This design comes from an exercise in tuning for small area, a short achievable clock period and few clock cycles per item on the open sky130 flow, not from production work. No run shown here included a check of the RTL's function; only the layout flow was run. Power figures rest on the tool's default switching activity, not on a simulated workload.

==> flow/design.v <==
module SME(clk,reset,chardata,isstring,ispattern,valid,match,match_index);
input clk;
input reset;
input [7:0] chardata;
input isstring;
input ispattern;
output match;
output [4:0] match_index;
output valid;
localparam space = 8'h20;
localparam first = 8'h5E;
localparam last  = 8'h24;
localparam dot   = 8'h2E;
localparam star  = 8'h2A;
reg         isstr_r;             
reg         ispat_r, ispat_rr;   
reg  [31:0] eq_r;                
reg         tStar_r, tDot_r, tLast_r, tFirst_r;
reg  [7:0]  str_r [31:0];
reg  [5:0]  strCnt_r;
reg  [32:0] act_r;
reg         hasStar_r;           
reg  [4:0]  off_r;               
reg  [5:0]  pos_r;
reg         any_r;
reg         fin_r;
reg         valid_r, match_r;
reg  [4:0]  matchIdx_r;
assign valid = valid_r;
assign match = match_r;
assign match_index = matchIdx_r;
integer q;
wire       inFirst = (chardata == first);
wire       inLast  = (chardata == last);
wire [7:0] cmpChr  = (inFirst || inLast) ? space : chardata;
always @(posedge clk) begin
    if (reset) begin
        isstr_r  <= 1'b0;
        ispat_r  <= 1'b0;
        ispat_rr <= 1'b0;
    end
    else begin
        isstr_r  <= isstring;
        ispat_r  <= ispattern;
        ispat_rr <= ispat_r;
    end
    for (q = 0; q < 32; q = q + 1)
        eq_r[q] <= (str_r[q] == cmpChr);
    tStar_r  <= (chardata == star);
    tDot_r   <= (chardata == dot);
    tLast_r  <= inLast;
    tFirst_r <= inFirst;
end
always @(posedge clk) begin
    if (isstring) begin
        for (q = 0; q < 31; q = q + 1)
            str_r[q] <= str_r[q+1];
        str_r[31] <= chardata;
    end
end
always @(posedge clk) begin
    if (reset)
        strCnt_r <= 6'd0;
    else if (isstring)
        strCnt_r <= isstr_r ? strCnt_r + 6'd1 : 6'd1;
end
reg  [32:0] startSet;
reg  [32:0] nxt;                 
reg  [32:0] pre;
reg  [32:0] peIn;                
always @(*) begin
    for (q = 0; q < 32; q = q + 1)
        startSet[q] = ({1'b0, strCnt_r} + q >= 7'd32);
    startSet[32] = 1'b0;
    pre = act_r;
    for (q = 32; q >= 1; q = q - 1) pre[q] = pre[q] | pre[q-1];
    for (q = 32; q >= 2; q = q - 1) pre[q] = pre[q] | pre[q-2];
    for (q = 32; q >= 4; q = q - 1) pre[q] = pre[q] | pre[q-4];
    for (q = 32; q >= 8; q = q - 1) pre[q] = pre[q] | pre[q-8];
    for (q = 32; q >= 16; q = q - 1) pre[q] = pre[q] | pre[q-16];
    for (q = 32; q >= 32; q = q - 1) pre[q] = pre[q] | pre[q-32];
    if (tFirst_r) begin
        peIn[0] = act_r[0];
        for (q = 1; q < 33; q = q + 1)
            peIn[q] = act_r[q] & (!act_r[q-1] | eq_r[q-1]);
        peIn[32] = 1'b0;
    end
    else if (tLast_r) begin
        for (q = 0; q < 32; q = q + 1)
            peIn[q] = act_r[q] & eq_r[q];
        peIn[32] = act_r[32];
    end
    else if (tStar_r)
        peIn = act_r;
    else begin
        peIn[0] = 1'b0;
        for (q = 0; q < 32; q = q + 1)
            peIn[q+1] = act_r[q] & (tDot_r | eq_r[q]);
    end
    nxt = tStar_r ? pre : peIn;
end
function [2:0] pe8;
    input [7:0] v;
    begin
        pe8[2] = ~|v[3:0];
        pe8[1] = pe8[2] ? ~|v[5:4] : ~|v[1:0];
        pe8[0] = pe8[2] ? (pe8[1] ? ~v[6] : ~v[4]) : (pe8[1] ? ~v[2] : ~v[0]);
    end
endfunction
wire [3:0] grpAny = {|peIn[31:24], |peIn[23:16], |peIn[15:8], |peIn[7:0]};
wire [2:0] grpLo0 = pe8(peIn[7:0]);
wire [2:0] grpLo1 = pe8(peIn[15:8]);
wire [2:0] grpLo2 = pe8(peIn[23:16]);
wire [2:0] grpLo3 = pe8(peIn[31:24]);
wire [1:0] grpSel;
assign grpSel[1] = !grpAny[0] && !grpAny[1];
assign grpSel[0] = grpSel[1] ? !grpAny[2] : !grpAny[0];
wire [2:0] grpLo  = grpSel[1] ? (grpSel[0] ? grpLo3 : grpLo2) : (grpSel[0] ? grpLo1 : grpLo0);
wire [5:0] lead   = (|grpAny) ? {1'b0, grpSel, grpLo} : 6'd32;
wire       patFirst = ispat_r && !ispat_rr;
wire       consume  = !(tStar_r || tFirst_r || tLast_r);
wire [4:0] strDec   = strCnt_r[4:0] - 5'd1;
wire [4:0] offDec   = off_r - 5'd1;
wire [4:0] offNxt   = patFirst ? (consume ? strDec : strCnt_r[4:0]) :
                      (consume && !hasStar_r) ? offDec : off_r;
always @(posedge clk) begin
    act_r <= ispat_r ? nxt : startSet;
    if (ispat_r) begin
        off_r <= offNxt;
        any_r <= (|peIn[31:0]) || peIn[32];
        if (!hasStar_r) pos_r <= lead;
    end
end
always @(posedge clk) begin
    if (reset) begin
        hasStar_r  <= 1'b0;
        fin_r      <= 1'b0;
        valid_r    <= 1'b0;
        match_r    <= 1'b0;
        matchIdx_r <= 5'd0;
    end
    else begin
        hasStar_r  <= ispat_r && ((hasStar_r && !patFirst) || tStar_r);
        fin_r      <= ispat_r && !ispattern;
        valid_r    <= fin_r;
        match_r    <= fin_r && any_r;
        matchIdx_r <= (fin_r && any_r) ? pos_r[4:0] + off_r : 5'd0;
    end
end
endmodule
==> flow/run.sh <==
#!/bin/bash
# synth_recipe.tcl (not shown) runs the flow's synth.tcl, then flattens the netlist and writes it again
# the make line also repeats each setting of config.mk as NAME=value (left out here)
make -C /OpenROAD-flow-scripts/flow DESIGN_CONFIG=/design/flow/config.mk WORK_HOME=/design/flow/orfs CLKGATE_MAP_FILE= SYNTH_SCRIPT=/design/flow/synth_recipe.tcl finish
==> flow/config.mk <==
export PLATFORM = sky130hd
export DESIGN_NAME = SME
export DESIGN_NICKNAME = SME
export VERILOG_FILES = /design/flow/design.v
export SDC_FILE = /design/flow/constraint.sdc
export NUM_CORES = 4
export LEC_CHECK = 0
export CAP_MARGIN = 20
export CORE_MARGIN = 2
export CORE_UTILIZATION = 60
export SETUP_SLACK_MARGIN = 2.8
export SLEW_MARGIN = 20
==> flow/constraint.sdc <==
create_clock -name core_clock -period 5.0 [get_ports {clk}]
set_input_delay 1.0000 -clock core_clock [delete_from_list [all_inputs] [get_ports {clk}]]
set_output_delay 1.0000 -clock core_clock [all_outputs]
set_load 0.01 [all_outputs]
==> impl_metrics.sql, run 1 <==
INSERT INTO impl_metrics (metric_group, metric, value, unit) VALUES
('clock_network', 'clk_pin_slew_worst_paths', '60', 'ps'),
('power_and_ir_drop', 'power.ir.vdd_worst', '0.341', 'mV'),
('sta', 'max-slew-margin-rel', '0.416', ''),
('global_routing', 'grt_antenna_before_repair', '0', ''),
('yosys', 'synth_top_flop_cell', 'sky130_fd_sc_hd__edfxtp_1', ''),
('yosys', 'synth_edf_count', '268', ''),
('worst_hold_path', 'class_of_the_tightest_hold_or_removal_check', 'register to register', ''),
('clock_network', 'root_driver', 'sky130_fd_sc_hd__clkbuf_16', ''),
('global_routing', 'grtUsageTotal', '0.287', ''),
('detailed_routing', 'drc_errors', '0', ''),
('critical_path', 'critical_path.most_common_cell', 'sky130_fd_sc_hd__buf_4', ''),
('critical_path', 'timing.setup.critical_path_class', 'register to register', ''),
('detailed_routing', 'via_per_inst', '6.17', ''),
('detailed_routing', 'detail-route-antenna-nets', '0', ''),
('floorplanning', 'die_h', '170', 'um'),
('critical_path', 'worst_ep_required_time', '5270', 'ps'),
('sta', 'report.final.slew_viol_count', '0', ''),
('clock_network', 'clock_path_buffers', '3', ''),
('clock_network', 'number_of_cts_inserted_buffers', '38', ''),
('yosys', 'seq_area_frac_synth', '0.591', ''),
('power_and_ir_drop', 'cellPowerDensity', '340', 'mW/mm^2'),
('critical_path', 'critPathMaxFanout', '10', ''),
('detailed_routing', 'drt_first_iter_violations', '938', ''),
('sta', 'unrepaired_setup_endpoints_after_global_routing', 'true', ''),
('global_routing', 'global_route.overflow_total', '0', ''),
('yosys', 'syn-mean-instance-area', '11.7', 'sq um'),
('floorplanning', 'pin_count', '19', ''),
('placed_design', 'post-dp-hpwl', '24300', 'um'),
('sta', 'final-hold-violation-count', '0', ''),
('critical_path', 'cp-start-kind', 'register', ''),
('floorplanning', 'die_x', '170', 'um'),
('yosys', 'syn-instance-count', '1407', ''),
('yosys', 'yosysMostFrequentCell', 'sky130_fd_sc_hd__edfxtp_1', ''),
('status', 'run_status', 'complete, no violations', ''),
('floorplanning', 'floorplan.rows', '60', ''),
('global_routing', 'globalRouteMet1Util', '0.385', ''),
('floorplanning', 'die-area', '0.0289', 'sq mm'),
('detailed_routing', 'drt_pre_antenna_iters', '5', ''),
('global_routing', 'grt_pass1_wl', '63100', 'um'),
('layout', 'area_of_all_placed_cells_without_fillers', '0.0202', 'sq mm'),
('layout', 'syn_to_final_growth', '22.3', '%'),
('global_routing', 'routing_usage_on_met2', '0.490', ''),
('layout', 'final_layout_size_suffix_gt1_frac', '0.226', ''),
('layout', 'nets', '1515', ''),
('flow_run', 'drv.max_cap_violation_count', '0', ''),
('critical_path', 'end_kind', 'register', ''),
('yosys', 'synth-seq-cells', '354', ''),
('clock_network', 'cts_num_sinks', '354', ''),
('floorplanning', 'coreArea', '0.0270', 'sq mm'),
('global_routing', 'maximum_number_of_pins_on_one_net_before_global_route_repair', '114', ''),
('yosys', 'biggest_area_consumer_among_synthesized_cells', 'sky130_fd_sc_hd__edfxtp_1', ''),
('critical_path', 'arrival', '3170', 'ps'),
('yosys', 'synth_warnings', '2', ''),
('sta', 'tightest_slew', '876', 'ps'),
('clock_network', 'cts_tree', 'yes', ''),
('yosys', 'synthTopCellsByCount', '268 x sky130_fd_sc_hd__edfxtp_1, 166 x sky130_fd_sc_hd__xnor2_1, 101 x sky130_fd_sc_hd__xor2_1', ''),
('placed_design', 'port_buffers', '18', ''),
('clock_network', 'insertion_delay', '540', 'ps'),
('yosys', 'synth_fp_nets', '1428', ''),
('sta', 'final_period_util', '0.581', ''),
('critical_path', 'path_cells', 'buf_4, nor4_4, buf_4, a21oi_1, o22ai_2, nand4_1, or3_1, o21ai_2, o31ai_1, a32o_2', ''),
('yosys', 'synth.distinct_cells', '77', ''),
('yosys', 'post_synth_instance_area', '0.0165', 'sq mm'),
('critical_path', 'timing.critical_path.slowest_cell_delay', '460', 'ps'),
('sta', 'worst_clock_skew', '26.6', 'ps'),
('sta', 'setup_violations', '0', ''),
('sta', 'maximum_achievable_frequency', '344', 'MHz'),
('detailed_routing', 'mean_routed_wirelength_per_cell', '22.1', 'um'),
('floorplanning', 'start_util', '0.611', ''),
('layout', 'diodes', '0', ''),
('clock_network', 'holdBufCountCts', '0', '');
layout make-up:
cell class	count	area (sq um)
inverter	30	121
timing repair buffer	127	1410
multi-input combinational	943	7230
clock inverter	10	98.8
fill	1745	6810
clock buffer	60	1130
tap	341	427
sequential	354	9790
layer usage:
metal,wire length (um),part of all wire
met2,20300,0.49
met5,0,0
met3,2300,0.056
met4,1120,0.027
met1,17500,0.42
sequential cells by signal, summed over array words and instances, names as in the netlist, 5 cells and up:
signal,count
pos_r,5
strCnt_r,6
act_r,33
str_r,256
eq_r,32
matchIdx_r,5
off_r,5
power by group:
group / switching (W) / total [W] / leakage (nW) / internal, W
registers: 0.000123 / 0.00345 / 3.33 / 0.00333
logic: 0.000335 / 0.000648 / 3.32 / 0.000312
clock network: 0.00114 / 0.00276 / 0.604 / 0.00162
total: 0.00160 / 0.00686 / 7.25 / 0.00527
per-stage QoR:
step / instances / setup WS [ps] / total power (W) / utilization
after floorplan: 1407 / 2320 / 0.00386 / -
after global placement: 1705 / 1230 / 0.00400 / 0.636
after detailed placement: 1705 / 1080 / 0.00401 / 0.636
after CTS: 1847 / 2090 / 0.00683 / 0.724
after global routing: 1865 / 1990 / 0.00708 / 0.748
final: 1865 / 2100 / 0.00686 / 0.748
worst paths after layout:
| kind | from | endpoint | cells after the start |
|---|---|---|---|
| worst max register to register | tLast_r | pos_r[0] | 10 |
| worst min register to register | str_r[17][5] | str_r[16][5] | 0 |
| worst min-delay path | str_r[17][5] | str_r[16][5] | 0 |
| worst max-delay path | tLast_r | pos_r[0] | 10 |
cells by family after synthesis:
family,Yosys count,synth area share
AOI/OAI and AO/OA,282,0.108
xor gates and xnor gates,267,0.142
adders and majority gates,9,0.00727
buffers and inverters,115,0.0273
DFF,354,0.591
muxes,4,0.00265
and+or+nand+nor,376,0.122
layout by cell type (no fill, tap or decap), drive strengths merged, types with 14 or more instances in the layout:
cell / instances
nand4: 37
a211oi: 14
o21ai: 67
nor3: 47
inv: 30
nor2b: 17
nand2: 82
clkbuf: 61
edfxtp: 268
nor2: 56
xnor2: 166
dfxtp: 86
nand2b: 24
o22ai: 20
xor2: 101
a21oi: 87
nand3: 53
nor4: 16
buf: 116
what timing repair did:
| action | in CTS | in global routing |
|---|---|---|
| resized for setup | 151 | 97 |
| setup buffers | 62 | 17 |
| pin swaps | 46 | 44 |
| cloned | 10 | 1 |
| endpoints found under the setup margin | 82 | 66 |
critical path: cells and delay by family (launching register included):
family | cells | cell delay, ps
compound gates | 5 | 940
buf+inv | 2 | 400
simple gates | 3 | 900
flops | 1 | 380
==> run 2: changes to the inputs <==
--- a/flow/config.mk
+++ b/flow/config.mk
@@ -8,5 +8,5 @@
 export CAP_MARGIN = 20
 export CORE_MARGIN = 2
 export CORE_UTILIZATION = 60
-export SETUP_SLACK_MARGIN = 2.8
+export SETUP_SLACK_MARGIN = 3.0
 export SLEW_MARGIN = 20
==> impl_metrics.sql, run 2 <==
INSERT INTO impl_metrics (metric_group, metric, value, unit) VALUES
('floorplanning', 'die_h', '170', 'um'),
('clock_network', 'root_driver', 'sky130_fd_sc_hd__clkbuf_16', ''),
('yosys', 'synth_warnings', '2', ''),
('floorplanning', 'start_util', '0.611', ''),
('sta', 'maximum_achievable_frequency', '341', 'MHz'),
('detailed_routing', 'wl', '41500', 'um'),
('floorplanning', 'pin_count', '19', ''),
('sta', 'final_period_util', '0.587', ''),
('critical_path', 'critPathMaxFanout', '5', ''),
('sta', 'unrepaired_setup_endpoints_after_global_routing', 'true', ''),
('detailed_routing', 'via_per_inst', '6.19', ''),
('detailed_routing', 'drt_pre_antenna_iters', '7', ''),
('sta', 'min_period', '2930', 'ps'),
('sta', 'finalHoldWorstSlack', '465', 'ps'),
('global_routing', 'grtUsageTotal', '0.288', ''),
('layout', 'area_of_all_placed_cells_without_fillers', '0.0203', 'sq mm'),
('power_and_ir_drop', 'power.ir.vdd_worst', '0.410', 'mV'),
('placed_design', 'port_buffers', '18', ''),
('yosys', 'yosysMostFrequentCell', 'sky130_fd_sc_hd__edfxtp_1', ''),
('layout', 'post_layout_nonfiller_instances', '1872', ''),
('sta', 'final-hold-violation-count', '0', ''),
('sta', 'worst_clock_skew', '30.5', 'ps'),
('clock_network', 'number_of_cts_inserted_buffers', '38', ''),
('layout', 'top_register', 'str_r', ''),
('power_and_ir_drop', 'cellPowerDensity', '339', 'mW/mm^2'),
('sta', 'setup-tns-final', '0', 'ps'),
('critical_path', 'cp-start-kind', 'register', ''),
('yosys', 'biggest_area_consumer_among_synthesized_cells', 'sky130_fd_sc_hd__edfxtp_1', ''),
('global_routing', 'grt_pass1_wl', '63600', 'um'),
('detailed_routing', 'dr_total_vias', '11600', ''),
('floorplanning', 'coreArea', '0.0270', 'sq mm'),
('detailed_routing', 'detail-route-antenna-nets', '0', ''),
('layout', 'final_layout_size_suffix_gt1_frac', '0.231', ''),
('layout', 'largestRegisters', 'str_r: 256 flops, act_r: 33 flops, eq_r: 32 flops', ''),
('floorplanning', 'die-area', '0.0289', 'sq mm'),
('placed_design', 'post-dp-hpwl', '24000', 'um'),
('yosys', 'synth.distinct_cells', '77', ''),
('clock_network', 'cts_tree', 'yes', ''),
('clock_network', 'clock_path_buffers', '3', ''),
('yosys', 'synth-seq-cells', '354', ''),
('worst_hold_path', 'class_of_the_tightest_hold_or_removal_check', 'register to register', ''),
('sta', 'setup_violations', '0', ''),
('critical_path', 'worst_ep_required_time', '5260', 'ps'),
('layout', 'syn_to_final_growth', '22.6', '%'),
('yosys', 'synth_edf_count', '268', ''),
('detailed_routing', 'drt_first_iter_violations', '1320', ''),
('global_routing', 'global_route.overflow_total', '0', ''),
('layout', 'final_common_cell', 'sky130_fd_sc_hd__edfxtp_1', ''),
('sta', 'max-slew-margin-rel', '0.524', ''),
('sta', 'report.final.slew_viol_count', '0', ''),
('global_routing', 'maximum_number_of_pins_on_one_net_before_global_route_repair', '123', ''),
('critical_path', 'end_kind', 'register', ''),
('placed_design', 'place.detailed.instances', '1704', ''),
('yosys', 'seq_area_frac_synth', '0.591', ''),
('yosys', 'syn-instance-count', '1407', ''),
('status', 'run_status', 'complete, no violations', ''),
('floorplanning', 'die_x', '170', 'um'),
('power_and_ir_drop', 'power_leakage', '7.16', 'nW'),
('yosys', 'synthTopCellsByCount', '268 x sky130_fd_sc_hd__edfxtp_1, 166 x sky130_fd_sc_hd__xnor2_1, 101 x sky130_fd_sc_hd__xor2_1', ''),
('detailed_routing', 'drc_errors', '0', ''),
('layout', 'nets', '1523', ''),
('critical_path', 'arrival', '3190', 'ps'),
('detailed_routing', 'mean_routed_wirelength_per_cell', '22.2', 'um'),
('yosys', 'asyncSetResetFlopFracSynth', '0', ''),
('yosys', 'synth.top_cells.by_area', 'sky130_fd_sc_hd__edfxtp_1 49%, sky130_fd_sc_hd__dfxtp_1 10%, sky130_fd_sc_hd__xnor2_1 8.8%', ''),
('clock_network', 'clk_pin_slew_worst_paths', '70', 'ps'),
('placed_design', 'postPlaceCellArea', '0.0172', 'sq mm'),
('layout', 'layout.cells.most_common_list', '268 x sky130_fd_sc_hd__edfxtp_1, 149 x sky130_fd_sc_hd__xnor2_1, 90 x sky130_fd_sc_hd__xor2_1, 81 x sky130_fd_sc_hd__a21oi_1, 79 x sky130_fd_sc_hd__nand2_1', ''),
('yosys', 'synth_fp_nets', '1428', ''),
('floorplanning', 'floorplan.rows', '60', ''),
('global_routing', 'grt_pass1_vias', '11200', ''),
('clock_network', 'insertion_delay', '540', 'ps'),
('clock_network', 'holdBufCountCts', '0', ''),
('global_routing', 'grt_antenna_before_repair', '0', ''),
('yosys', 'syn-mean-instance-area', '11.7', 'sq um'),
('flow_run', 'drv.max_cap_violation_count', '0', ''),
('clock_network', 'cts_num_sinks', '354', ''),
('placed_design', 'globalplace.congestion', '0.858', ''),
('layout', 'largest_register_ff_count', '256', ''),
('yosys', 'synth_top_flop_cell', 'sky130_fd_sc_hd__edfxtp_1', ''),
('critical_path', 'timing.setup.critical_path_class', 'register to register', ''),
('yosys', 'post_synth_instance_area', '0.0165', 'sq mm'),
('sta', 'tightest_slew', '696', 'ps'),
('layout', 'diodes', '0', ''),
('clock_network', 'cts_htree_levels', '2', ''),
('yosys', 'yosysTopAreaCellShare', '0.487', ''),
('power_and_ir_drop', 'power.total', '0.00686', 'W');
run 2: kinds of logic after synthesis:
group                    after synthesis  share of synthesized area
flip-flops                           354                      0.591
adder cells (fa/ha/maj)                9                    0.00727
AO/OA/AOI/OAI                        282                      0.108
AND/OR/NAND/NOR                      376                      0.122
buffers and inverters                115                     0.0273
XOR/XNOR                             267                      0.142
multiplexers                           4                    0.00265
run 2: cell type report:
type / count / area, sq um
Sequential cell: 354 / 9790
Multi-Input combinational cell: 942 / 7130
Timing Repair Buffer: 136 / 1560
Inverter: 30 / 128
Clock buffer: 43 / 990
Tap cell: 341 / 427
Clock inverter: 26 / 231
Fill cell: 1746 / 6770
run 2: path summary, 6_finish.rpt:
kind               start           to  slack (ps)  depth (start not counted)
min          str_r[7][3]  str_r[6][3]         460                          0
min reg2reg  str_r[7][3]  str_r[6][3]         460                          0
max              tLast_r     pos_r[0]        2070                          9
max reg2reg      tLast_r     pos_r[0]        2070                          9
run 2: per-layer routing:
| layer | GRT usage | routed length [um] | part of all wire |
|---|---|---|---|
| met1 | 0.397 | 17400 | 0.42 |
| met2 | 0.483 | 20400 | 0.49 |
| met3 | 0.0421 | 2800 | 0.068 |
| met4 | 0.0784 | 892 | 0.022 |
| met5 | 0 | 0 | 0 |
run 2: stage by stage:
stage | worst slack [ps] | util
after floorplan | 2320 | -
after global placement | 1310 | 0.635
after detailed placement | 1130 | 0.635
after CTS | 2100 | 0.729
after global routing | 2030 | 0.750
final | 2070 | 0.750
run 2: what timing repair did:
action                     in CTS  in global routing
setup buffers                  59                 28
gates resized for setup       207                 73
gates cloned                   12                  0
pin swaps                      64                 50
setup endpoints to repair     155                 73
hold endpoints to repair        0                  0
run 2: critical path, cell delays in order, from the launching register on:
cell and delay, ps:
sky130_fd_sc_hd__dfxtp_4 390, sky130_fd_sc_hd__buf_12 140, sky130_fd_sc_hd__nor2b_4 130, sky130_fd_sc_hd__and3_4 170
sky130_fd_sc_hd__o32a_1 340, sky130_fd_sc_hd__or4_4 520, sky130_fd_sc_hd__nor4_4 300, sky130_fd_sc_hd__and4_4 310
sky130_fd_sc_hd__nor2_4 50, sky130_fd_sc_hd__a32o_2 280
run 2: report_power, final:
| group | total, W | switching (W) | internal (W) |
|---|---|---|---|
| Clock | 0.00275 | 0.00117 | 0.00159 |
| Sequential | 0.00345 | 0.000119 | 0.00333 |
| Combinational | 0.000658 | 0.000344 | 0.000314 |
| Total | 0.00686 | 0.00163 | 0.00523 |
==> run 3: changes to the inputs <==
--- a/flow/design.v
+++ b/flow/design.v
@@ -21,7 +21,8 @@
 reg  [32:0] act_r;
 reg         hasStar_r;           
 reg  [4:0]  off_r;               
-reg  [5:0]  pos_r;
+reg  [3:0]  grpAny_r;            
+reg  [2:0]  grpLo_r0, grpLo_r1, grpLo_r2, grpLo_r3;
 reg         any_r;
 reg         fin_r;
 reg         valid_r, match_r;
@@ -108,15 +109,6 @@
     end
 endfunction
 wire [3:0] grpAny = {|peIn[31:24], |peIn[23:16], |peIn[15:8], |peIn[7:0]};
-wire [2:0] grpLo0 = pe8(peIn[7:0]);
-wire [2:0] grpLo1 = pe8(peIn[15:8]);
-wire [2:0] grpLo2 = pe8(peIn[23:16]);
-wire [2:0] grpLo3 = pe8(peIn[31:24]);
-wire [1:0] grpSel;
-assign grpSel[1] = !grpAny[0] && !grpAny[1];
-assign grpSel[0] = grpSel[1] ? !grpAny[2] : !grpAny[0];
-wire [2:0] grpLo  = grpSel[1] ? (grpSel[0] ? grpLo3 : grpLo2) : (grpSel[0] ? grpLo1 : grpLo0);
-wire [5:0] lead   = (|grpAny) ? {1'b0, grpSel, grpLo} : 6'd32;
 wire       patFirst = ispat_r && !ispat_rr;
 wire       consume  = !(tStar_r || tFirst_r || tLast_r);
 wire [4:0] strDec   = strCnt_r[4:0] - 5'd1;
@@ -127,10 +119,21 @@
     act_r <= ispat_r ? nxt : startSet;
     if (ispat_r) begin
         off_r <= offNxt;
-        any_r <= (|peIn[31:0]) || peIn[32];
-        if (!hasStar_r) pos_r <= lead;
+        if (!hasStar_r) begin
+            grpAny_r <= grpAny;
+            grpLo_r0 <= pe8(peIn[7:0]);
+            grpLo_r1 <= pe8(peIn[15:8]);
+            grpLo_r2 <= pe8(peIn[23:16]);
+            grpLo_r3 <= pe8(peIn[31:24]);
+        end
+        any_r <= (|grpAny) || peIn[32];
     end
 end
+wire [1:0] grpSel;
+assign grpSel[1] = !grpAny_r[0] && !grpAny_r[1];
+assign grpSel[0] = grpSel[1] ? !grpAny_r[2] : !grpAny_r[0];
+wire [2:0] grpLo  = grpSel[1] ? (grpSel[0] ? grpLo_r3 : grpLo_r2) : (grpSel[0] ? grpLo_r1 : grpLo_r0);
+wire [4:0] pos    = (|grpAny_r) ? {grpSel, grpLo} : 5'd0;
 always @(posedge clk) begin
     if (reset) begin
         hasStar_r  <= 1'b0;
@@ -144,7 +147,7 @@
         fin_r      <= ispat_r && !ispattern;
         valid_r    <= fin_r;
         match_r    <= fin_r && any_r;
-        matchIdx_r <= (fin_r && any_r) ? pos_r[4:0] + off_r : 5'd0;
+        matchIdx_r <= (fin_r && any_r) ? pos + off_r : 5'd0;
     end
 end
 endmodule
--- a/flow/config.mk
+++ b/flow/config.mk
@@ -8,5 +8,5 @@
 export CAP_MARGIN = 20
 export CORE_MARGIN = 2
 export CORE_UTILIZATION = 60
-export SETUP_SLACK_MARGIN = 3.0
+export SETUP_SLACK_MARGIN = 2.6
 export SLEW_MARGIN = 20
==> impl_metrics.sql, run 3 <==
INSERT INTO impl_metrics (metric_group, metric, value, unit) VALUES
('sta', 'setup-tns-final', '0', 'ps'),
('yosys', 'synth_top_flop_cell', 'sky130_fd_sc_hd__edfxtp_1', ''),
('global_routing', 'maximum_number_of_pins_on_one_net_before_global_route_repair', '109', ''),
('clock_network', 'cts_htree_levels', '2', ''),
('placed_design', 'globalplace.congestion', '0.893', ''),
('yosys', 'yosysMostFrequentCell', 'sky130_fd_sc_hd__edfxtp_1', ''),
('yosys', 'post_synth_instance_area', '0.0166', 'sq mm'),
('clock_network', 'clk_pin_slew_worst_paths', '70', 'ps'),
('global_routing', 'grt_pass1_vias', '10600', ''),
('critical_path', 'cell_class_contributing_the_biggest_share_of_worst_path_delay', 'simple AND/OR/NAND/NOR gates', ''),
('layout', 'nets', '1478', ''),
('layout', 'syn_to_final_growth', '18.3', '%'),
('clock_network', 'cts_num_sinks', '365', ''),
('flow_run', 'drv.max_cap_violation_count', '0', ''),
('layout', 'largest_register_ff_count', '256', ''),
('sta', 'unrepaired_setup_endpoints_after_global_routing', 'true', ''),
('floorplanning', 'pin_count', '19', ''),
('clock_network', 'cts_tree', 'yes', ''),
('floorplanning', 'floorplan.rows', '60', ''),
('critical_path', 'cp-start-kind', 'register', ''),
('sta', 'worst_clock_skew', '28.0', 'ps'),
('detailed_routing', 'drt_first_iter_violations', '981', ''),
('yosys', 'synth.top_cells.by_area', 'sky130_fd_sc_hd__edfxtp_1 51%, sky130_fd_sc_hd__dfxtp_1 10%, sky130_fd_sc_hd__xor2_1 8.8%', ''),
('power_and_ir_drop', 'cellPowerDensity', '350', 'mW/mm^2'),
('layout', 'layout.cells.most_common_list', '279 x sky130_fd_sc_hd__edfxtp_1, 161 x sky130_fd_sc_hd__xor2_1, 93 x sky130_fd_sc_hd__xnor2_1, 88 x sky130_fd_sc_hd__nand2_1', ''),
('sta', 'report.final.slew_viol_count', '0', ''),
('clock_network', 'number_of_cts_inserted_buffers', '38', ''),
('yosys', 'seq_area_frac_synth', '0.609', ''),
('placed_design', 'port_buffers', '18', ''),
('layout', 'largestRegisters', 'str_r: 256 flops, act_r: 33 flops, eq_r: 32 flops', ''),
('layout', 'area_of_all_placed_cells_without_fillers', '0.0196', 'sq mm'),
('detailed_routing', 'drc_errors', '0', ''),
('layout', 'top_register', 'str_r', ''),
('detailed_routing', 'wl', '38900', 'um'),
('sta', 'final-hold-violation-count', '0', ''),
('floorplanning', 'die_x', '170', 'um'),
('clock_network', 'root_driver', 'sky130_fd_sc_hd__clkbuf_16', ''),
('layout', 'fill_cells', '1864', ''),
('layout', 'final_common_cell', 'sky130_fd_sc_hd__edfxtp_1', ''),
('global_routing', 'grt_pass1_wl', '59000', 'um'),
('power_and_ir_drop', 'power.ir.vdd_worst', '0.356', 'mV'),
('detailed_routing', 'mean_routed_wirelength_per_cell', '21.3', 'um'),
('clock_network', 'holdBufCountCts', '0', ''),
('yosys', 'synth_fp_nets', '1394', ''),
('floorplanning', 'die-area', '0.0290', 'sq mm'),
('placed_design', 'postPlaceCellArea', '0.0171', 'sq mm'),
('yosys', 'synth_edf_count', '279', ''),
('critical_path', 'number_of_buffer_and_inverter_stages_on_the_critical_path', '0', ''),
('critical_path', 'critPathMaxFanout', '7', ''),
('sta', 'maximum_achievable_frequency', '337', 'MHz'),
('global_routing', 'grtUsageTotal', '0.268', ''),
('sta', 'max-slew-margin-rel', '0.423', ''),
('yosys', 'synth-seq-cells', '365', ''),
('sta', 'tightest_slew', '864', 'ps'),
('yosys', 'synth_warnings', '2', ''),
('yosys', 'biggest_area_consumer_among_synthesized_cells', 'sky130_fd_sc_hd__edfxtp_1', ''),
('detailed_routing', 'dr_total_vias', '11000', ''),
('floorplanning', 'coreArea', '0.0270', 'sq mm'),
('sta', 'setup_violations', '0', ''),
('yosys', 'asyncSetResetFlopFracSynth', '0', ''),
('critical_path', 'path_cells', 'or4_4, a21oi_4, a31oi_4, or4_1, or3_4, or4_1', ''),
('clock_network', 'clock_path_buffers', '3', ''),
('yosys', 'synth.distinct_cells', '66', ''),
('yosys', 'yosysTopAreaCellShare', '0.505', ''),
('worst_hold_path', 'class_of_the_tightest_hold_or_removal_check', 'register to register', ''),
('critical_path', 'worst_ep_required_time', '5240', 'ps'),
('status', 'run_status', 'complete, no violations', ''),
('critical_path', 'arrival', '3210', 'ps'),
('floorplanning', 'die_h', '170', 'um'),
('layout', 'final_layout_size_suffix_gt1_frac', '0.176', ''),
('critical_path', 'critical-path-slowest-cell', 'sky130_fd_sc_hd__or4_4', ''),
('critical_path', 'timing.critical_path.slowest_cell_delay', '630', 'ps'),
('detailed_routing', 'detail-route-antenna-nets', '0', ''),
('sta', 'min_period', '2970', 'ps'),
('critical_path', 'timing.setup.critical_path_class', 'register to register', ''),
('global_routing', 'grt_antenna_before_repair', '1', ''),
('layout', 'diodes', '0', ''),
('yosys', 'syn-instance-count', '1373', ''),
('detailed_routing', 'drt_pre_antenna_iters', '6', ''),
('power_and_ir_drop', 'power_leakage', '7.21', 'nW'),
('critical_path', 'end_kind', 'register', ''),
('global_routing', 'global_route.overflow_total', '0', ''),
('sta', 'final_period_util', '0.594', ''),
('placed_design', 'post-dp-hpwl', '24900', 'um'),
('yosys', 'synthTopCellsByCount', '279 x sky130_fd_sc_hd__edfxtp_1, 166 x sky130_fd_sc_hd__xor2_1, 101 x sky130_fd_sc_hd__xnor2_1', ''),
('floorplanning', 'start_util', '0.614', ''),
('detailed_routing', 'via_per_inst', '6.03', ''),
('clock_network', 'insertion_delay', '530', 'ps'),
('critical_path', 'critical_path.most_common_cell', 'sky130_fd_sc_hd__or4_1', ''),
('yosys', 'syn-mean-instance-area', '12.1', 'sq um');
-- run 3: cell families (layout without fill, tap and decap cells) --
| family | count (synthesis) | after routing | share of synthesized area |
|---|---|---|---|
| flip-flops | 365 | 365 | 0.609 |
| AND/OR/NAND/NOR | 368 | 371 | 0.113 |
| AO/OA/AOI/OAI | 252 | 252 | 0.0991 |
| XOR/XNOR | 267 | 267 | 0.141 |
| multiplexers | 10 | 10 | 0.00611 |
| buffers and inverters | 102 | 212 | 0.0246 |
| adder cells (fa/ha/maj) | 9 | 9 | 0.00724 |
-- run 3: stage by stage --
step	total power, W	worst slack [ps]	utilization	cells	hold slack [ps]
after floorplan	0.00388	2280	-	1373	446
after global placement	0.00405	1360	0.634	1678	448
after detailed placement	0.00406	1260	0.634	1678	454
after CTS	0.00687	2070	0.705	1796	445
after global routing	0.00708	1970	0.726	1827	465
final	0.00687	2030	0.726	1827	454
-- run 3: final cells by class --
class	instances	area (sq um)	area share
clock buffers	52	1090	0.0558
clock inverters	17	146	0.00746
inverters	20	78.8	0.00402
multi-input cells	909	6550	0.334
flip-flops and latches	365	10100	0.516
well taps	341	427	0.0218
repair buffers	123	1210	0.0616
-- run 3: where the power goes --
group	switching, W	total (W)	internal (W)
sequential	0.000115	0.00355	0.00343
combinational	0.000297	0.000529	0.000232
clock	0.00115	0.00279	0.00164
-- run 3: path summary, 6_finish.rpt --
path                            depth (start not counted)  slack (ps)          end         from
worst min register to register                          0         450  str_r[6][5]  str_r[7][5]
worst min-delay path                                    0         450  str_r[6][5]  str_r[7][5]
worst max-delay path                                    6        2030        any_r      tStar_r
worst max register to register                          6        2030        any_r      tStar_r
-- run 3: routing by layer --
layer | global-route usage | vias up | wire, um
met5 | 0 | - | 9
met3 | 0.0437 | 65 | 2580
met4 | 0.0825 | 2 | 1010
met1 | 0.374 | 5438 | 16800
met2 | 0.434 | 347 | 18500
li1 | - | 5164 | -
-- run 3: repair_timing --
action,in CTS,in global routing
endpoints found under the setup margin,72,57
cloned,3,0
buffers inserted,46,31
resized for setup,78,63
pin swaps,24,23
==> run 4: changes to the inputs <==
--- a/flow/config.mk
+++ b/flow/config.mk
@@ -8,5 +8,5 @@
 export CAP_MARGIN = 20
 export CORE_MARGIN = 2
 export CORE_UTILIZATION = 60
-export SETUP_SLACK_MARGIN = 2.6
+export SETUP_SLACK_MARGIN = 2.8
 export SLEW_MARGIN = 20
==> impl_metrics.sql, run 4 <==
INSERT INTO impl_metrics (metric_group, metric, value, unit) VALUES
('placed_design', 'port_buffers', '18', ''),
('critical_path', 'arrival', '3240', 'ps'),
('floorplanning', 'die_h', '170', 'um'),
('clock_network', 'clk_pin_slew_worst_paths', '60', 'ps'),
('floorplanning', 'floorplan.rows', '60', ''),
('layout', 'diodes', '0', ''),
('yosys', 'synth_edf_count', '279', ''),
('critical_path', 'reg2reg_from', 'tFirst_r', ''),
('layout', 'layout.cells.most_common_list', '279 x sky130_fd_sc_hd__edfxtp_1, 161 x sky130_fd_sc_hd__xor2_1, 96 x sky130_fd_sc_hd__xnor2_1, 86 x sky130_fd_sc_hd__nand2_1, 82 x sky130_fd_sc_hd__nor2_1', ''),
('yosys', 'seq_area_frac_synth', '0.609', ''),
('yosys', 'syn-instance-count', '1373', ''),
('detailed_routing', 'mean_routed_wirelength_per_cell', '20.7', 'um'),
('yosys', 'biggest_area_consumer_among_synthesized_cells', 'sky130_fd_sc_hd__edfxtp_1', ''),
('detailed_routing', 'drt_pre_antenna_iters', '5', ''),
('detailed_routing', 'detail-route-antenna-nets', '0', ''),
('critical_path', 'end_kind', 'register', ''),
('yosys', 'synth_fp_nets', '1394', ''),
('layout', 'fill_cells', '1785', ''),
('critical_path', 'critPathMaxFanout', '5', ''),
('layout', 'final_layout_size_suffix_gt1_frac', '0.200', ''),
('sta', 'unrepaired_setup_endpoints_after_global_routing', 'true', ''),
('floorplanning', 'die-area', '0.0290', 'sq mm'),
('global_routing', 'grt_pass1_vias', '10800', ''),
('clock_network', 'clock_path_buffers', '3', ''),
('sta', 'final-hold-violation-count', '0', ''),
('yosys', 'synth.distinct_cells', '66', ''),
('sta', 'final_period_util', '0.595', ''),
('sta', 'worst_slack_setup_final', '2020', 'ps'),
('detailed_routing', 'wl', '38200', 'um'),
('layout', 'multi_input_area', '0.00669', 'sq mm'),
('critical_path', 'crit-reg2reg-capture', 'any_r', ''),
('layout', 'syn_to_final_growth', '20.8', '%'),
('critical_path', 'critical_path.endpoint', 'any_r', ''),
('layout', 'seqCellArea', '0.0101', 'sq mm'),
('yosys', 'yosysTopAreaCellShare', '0.505', ''),
('global_routing', 'grt_antenna_before_repair', '0', ''),
('yosys', 'asyncSetResetFlopFracSynth', '0', ''),
('critical_path', 'cp-start-kind', 'register', ''),
('global_routing', 'grtUsageTotal', '0.264', ''),
('floorplanning', 'coreArea', '0.0270', 'sq mm'),
('detailed_routing', 'drc_errors', '0', ''),
('critical_path', 'critical-path-slowest-cell', 'sky130_fd_sc_hd__or4_4', ''),
('floorplanning', 'pin_count', '19', ''),
('critical_path', 'critical_path.most_common_cell', 'sky130_fd_sc_hd__or4_4', ''),
('critical_path', 'timing.setup.critical_path_class', 'register to register', ''),
('sta', 'report.final.slew_viol_count', '0', ''),
('power_and_ir_drop', 'power.ir.vdd_worst', '0.283', 'mV'),
('floorplanning', 'die_x', '170', 'um'),
('status', 'run_status', 'complete, no violations', ''),
('clock_network', 'cts_num_sinks', '365', ''),
('layout', 'largest_register_ff_count', '256', ''),
('clock_network', 'holdBufCountCts', '0', ''),
('placed_design', 'post-dp-hpwl', '23700', 'um'),
('global_routing', 'grt_pass1_wl', '58900', 'um'),
('worst_hold_path', 'class_of_the_tightest_hold_or_removal_check', 'register to register', ''),
('yosys', 'syn-mean-instance-area', '12.1', 'sq um'),
('clock_network', 'insertion_delay', '530', 'ps'),
('yosys', 'yosysMostFrequentCell', 'sky130_fd_sc_hd__edfxtp_1', ''),
('placed_design', 'place_ws', '1160', 'ps'),
('yosys', 'post_synth_instance_area', '0.0166', 'sq mm'),
('clock_network', 'cts_tree', 'yes', ''),
('critical_path', 'path_cells', 'buf_12, or4_4, a21oi_4, a31oi_4, or4_4, or3_4, or4_4', ''),
('critical_path', 'timing.critical_path.slowest_cell_delay', '570', 'ps'),
('critical_path', 'timing.critical_path.from', 'tFirst_r', ''),
('power_and_ir_drop', 'power_leakage', '7.38', 'nW'),
('clock_network', 'root_driver', 'sky130_fd_sc_hd__clkbuf_16', ''),
('power_and_ir_drop', 'cellPowerDensity', '350', 'mW/mm^2'),
('detailed_routing', 'drt_first_iter_violations', '963', ''),
('layout', 'top_register', 'str_r', ''),
('sta', 'setup-tns-final', '0', 'ps'),
('yosys', 'synth.top_cells.by_area', 'sky130_fd_sc_hd__edfxtp_1 51%, sky130_fd_sc_hd__dfxtp_1 10%, sky130_fd_sc_hd__xor2_1 8.8%', ''),
('layout', 'nets', '1491', ''),
('sta', 'worst_clock_skew', '16.0', 'ps'),
('flow_run', 'drv.max_cap_violation_count', '0', ''),
('clock_network', 'cts_htree_levels', '2', ''),
('yosys', 'synthTopCellsByCount', '279 x sky130_fd_sc_hd__edfxtp_1, 166 x sky130_fd_sc_hd__xor2_1, 101 x sky130_fd_sc_hd__xnor2_1', ''),
('clock_network', 'number_of_cts_inserted_buffers', '39', ''),
('sta', 'tightest_slew', '834', 'ps'),
('yosys', 'synth_warnings', '2', ''),
('layout', 'final_common_cell', 'sky130_fd_sc_hd__edfxtp_1', ''),
('layout', 'largestRegisters', 'str_r: 256 flops, act_r: 33 flops, eq_r: 32 flops', ''),
('critical_path', 'worstRegToRegCells', '7', ''),
('sta', 'min_period', '2980', 'ps'),
('yosys', 'synth-seq-cells', '365', ''),
('detailed_routing', 'via_per_inst', '5.94', ''),
('critical_path', 'worst_ep_required_time', '5260', 'ps'),
('global_routing', 'global_route.overflow_total', '0', ''),
('yosys', 'synth_top_flop_cell', 'sky130_fd_sc_hd__edfxtp_1', ''),
('detailed_routing', 'dr_total_vias', '10900', ''),
('global_routing', 'maximum_number_of_pins_on_one_net_before_global_route_repair', '108', ''),
('critical_path', 'setup_slack_on_the_worst_flop_to_flop_path', '2020', 'ps'),
('sta', 'max-slew-margin-rel', '0.444', ''),
('sta', 'maximum_achievable_frequency', '336', 'MHz'),
('placed_design', 'globalplace.congestion', '0.876', ''),
('sta', 'setup_violations', '0', ''),
('floorplanning', 'start_util', '0.614', '');
==> run 4: logic make-up (layout without fill, tap and decap cells) <==
group | Yosys count | after routing | share of synthesized area
and+or+nand+nor | 368 | 368 | 0.113
DFF | 365 | 365 | 0.609
xor gates and xnor gates | 267 | 267 | 0.141
AOI/OAI and AO/OA | 252 | 252 | 0.0991
buffers and inverters | 102 | 230 | 0.0246
muxes | 10 | 10 | 0.00611
adders and majority gates | 9 | 9 | 0.00724
==> run 4: layout make-up <==
class	instances	area share
Inverter	20	0.00393
Timing Repair Buffer	137	0.0704
Clock buffer	53	0.0549
Timing Repair inverter	1	0.000375
Sequential cell	365	0.505
Clock inverter	19	0.0105
Multi-Input combinational cell	906	0.334
Tap cell	341	0.0213
==> run 4: through the flow <==
step	utilization	hold WS, ps	total power, W	instance area [sq um]	std cells
2_1_floorplan	-	446	0.00388	16700	1373
3_3_place_gp	0.633	448	0.00403	17100	1673
3_5_place_dp	0.633	454	0.00404	17100	1673
4_1_cts	0.717	464	0.00701	19400	1813
6_report	0.742	460	0.00702	20000	1842
5_1_grt	0.742	471	0.00725	20000	1842
==> run 4: how the worst min path moves through the flow <==
| stage | from | endpoint | slack (ps) | cells past startpoint |
|---|---|---|---|---|
| floorplan | ispat_r | any_r | 450 | 0 |
| global placement | str_r[7][0] | str_r[6][0] | 450 | 0 |
| detailed placement | str_r[6][0] | str_r[5][0] | 450 | 0 |
| CTS | str_r[20][6] | str_r[19][6] | 460 | 0 |
| global route | str_r[5][1] | str_r[4][1] | 470 | 0 |
| finish | str_r[20][6] | str_r[19][6] | 460 | 0 |
==> run 4: report_power, final <==
group / leakage (nW) / internal, W / total, W / switching (W)
Combinational: 3.30 / 0.000245 / 0.000531 / 0.000286
Clock: 0.642 / 0.00176 / 0.00294 / 0.00118
Sequential: 3.43 / 0.00343 / 0.00355 / 0.000119
==> run 4: timing repair <==
action / CTS / global route
pin swaps: 32 / 42
endpoints found under the setup margin: 86 / 66
gates cloned: 4 / 0
resized for setup: 117 / 95
buffers inserted: 64 / 29
==> run 4: critical path, delay by kind of cell, from the launching register on <==
family / cells / cell delay, ps
AO/OA/AOI/OAI: 2 / 240
buffers and inverters: 1 / 130
flip-flops: 1 / 390
AND/OR/NAND/NOR: 4 / 1930
==> run 4: per-layer routing <==
layer	part of all wire	track usage	up-vias
met1	0.42	0.346	5389
met4	0.028	0.0799	0
met3	0.040	0.0356	78
met5	0	0	-
li1	-	-	5197
met2	0.51	0.458	276

separate check: timing with driven ports:
The flow's constraints put no driver on any port. The routed layouts listed below were extracted and timed again, unchanged, in two steps. Step 1, drivers: a clkbuf_16 drives clk and a buf_2 each remaining input, both assumed. Step 2 times the ports against the registers' clock, not the clock port: input delays grow and output delays shrink by t, the midpoint of the rising clock arrivals with the driver on. Slacks: ideal ports / drivers / drivers and shift; pairs: ideal ports / drivers.
| run | t (ns) | slack for setup (ns) | worst register clock-pin slew, ns | pins driven straight from the clock port |
|---|---|---|---|---|
| run 1 | 0.579 | 2.095 / 2.095 / 2.095 | 0.06 / 0.06 | 1 |
| run 2 | 0.575 | 2.066 / 2.066 / 2.066 | 0.07 / 0.07 | 1 |
| run 3 | 0.562 | 2.031 / 2.031 / 1.806 | 0.07 / 0.07 | 1 |
| run 4 | 0.573 | 2.023 / 2.023 / 1.823 | 0.06 / 0.06 | 1 |
After both steps every run listed still meets setup and hold. For run 3, which loses most, drivers alone change the setup slack by 0.000 ns; drivers and shift together by -0.225 ns.
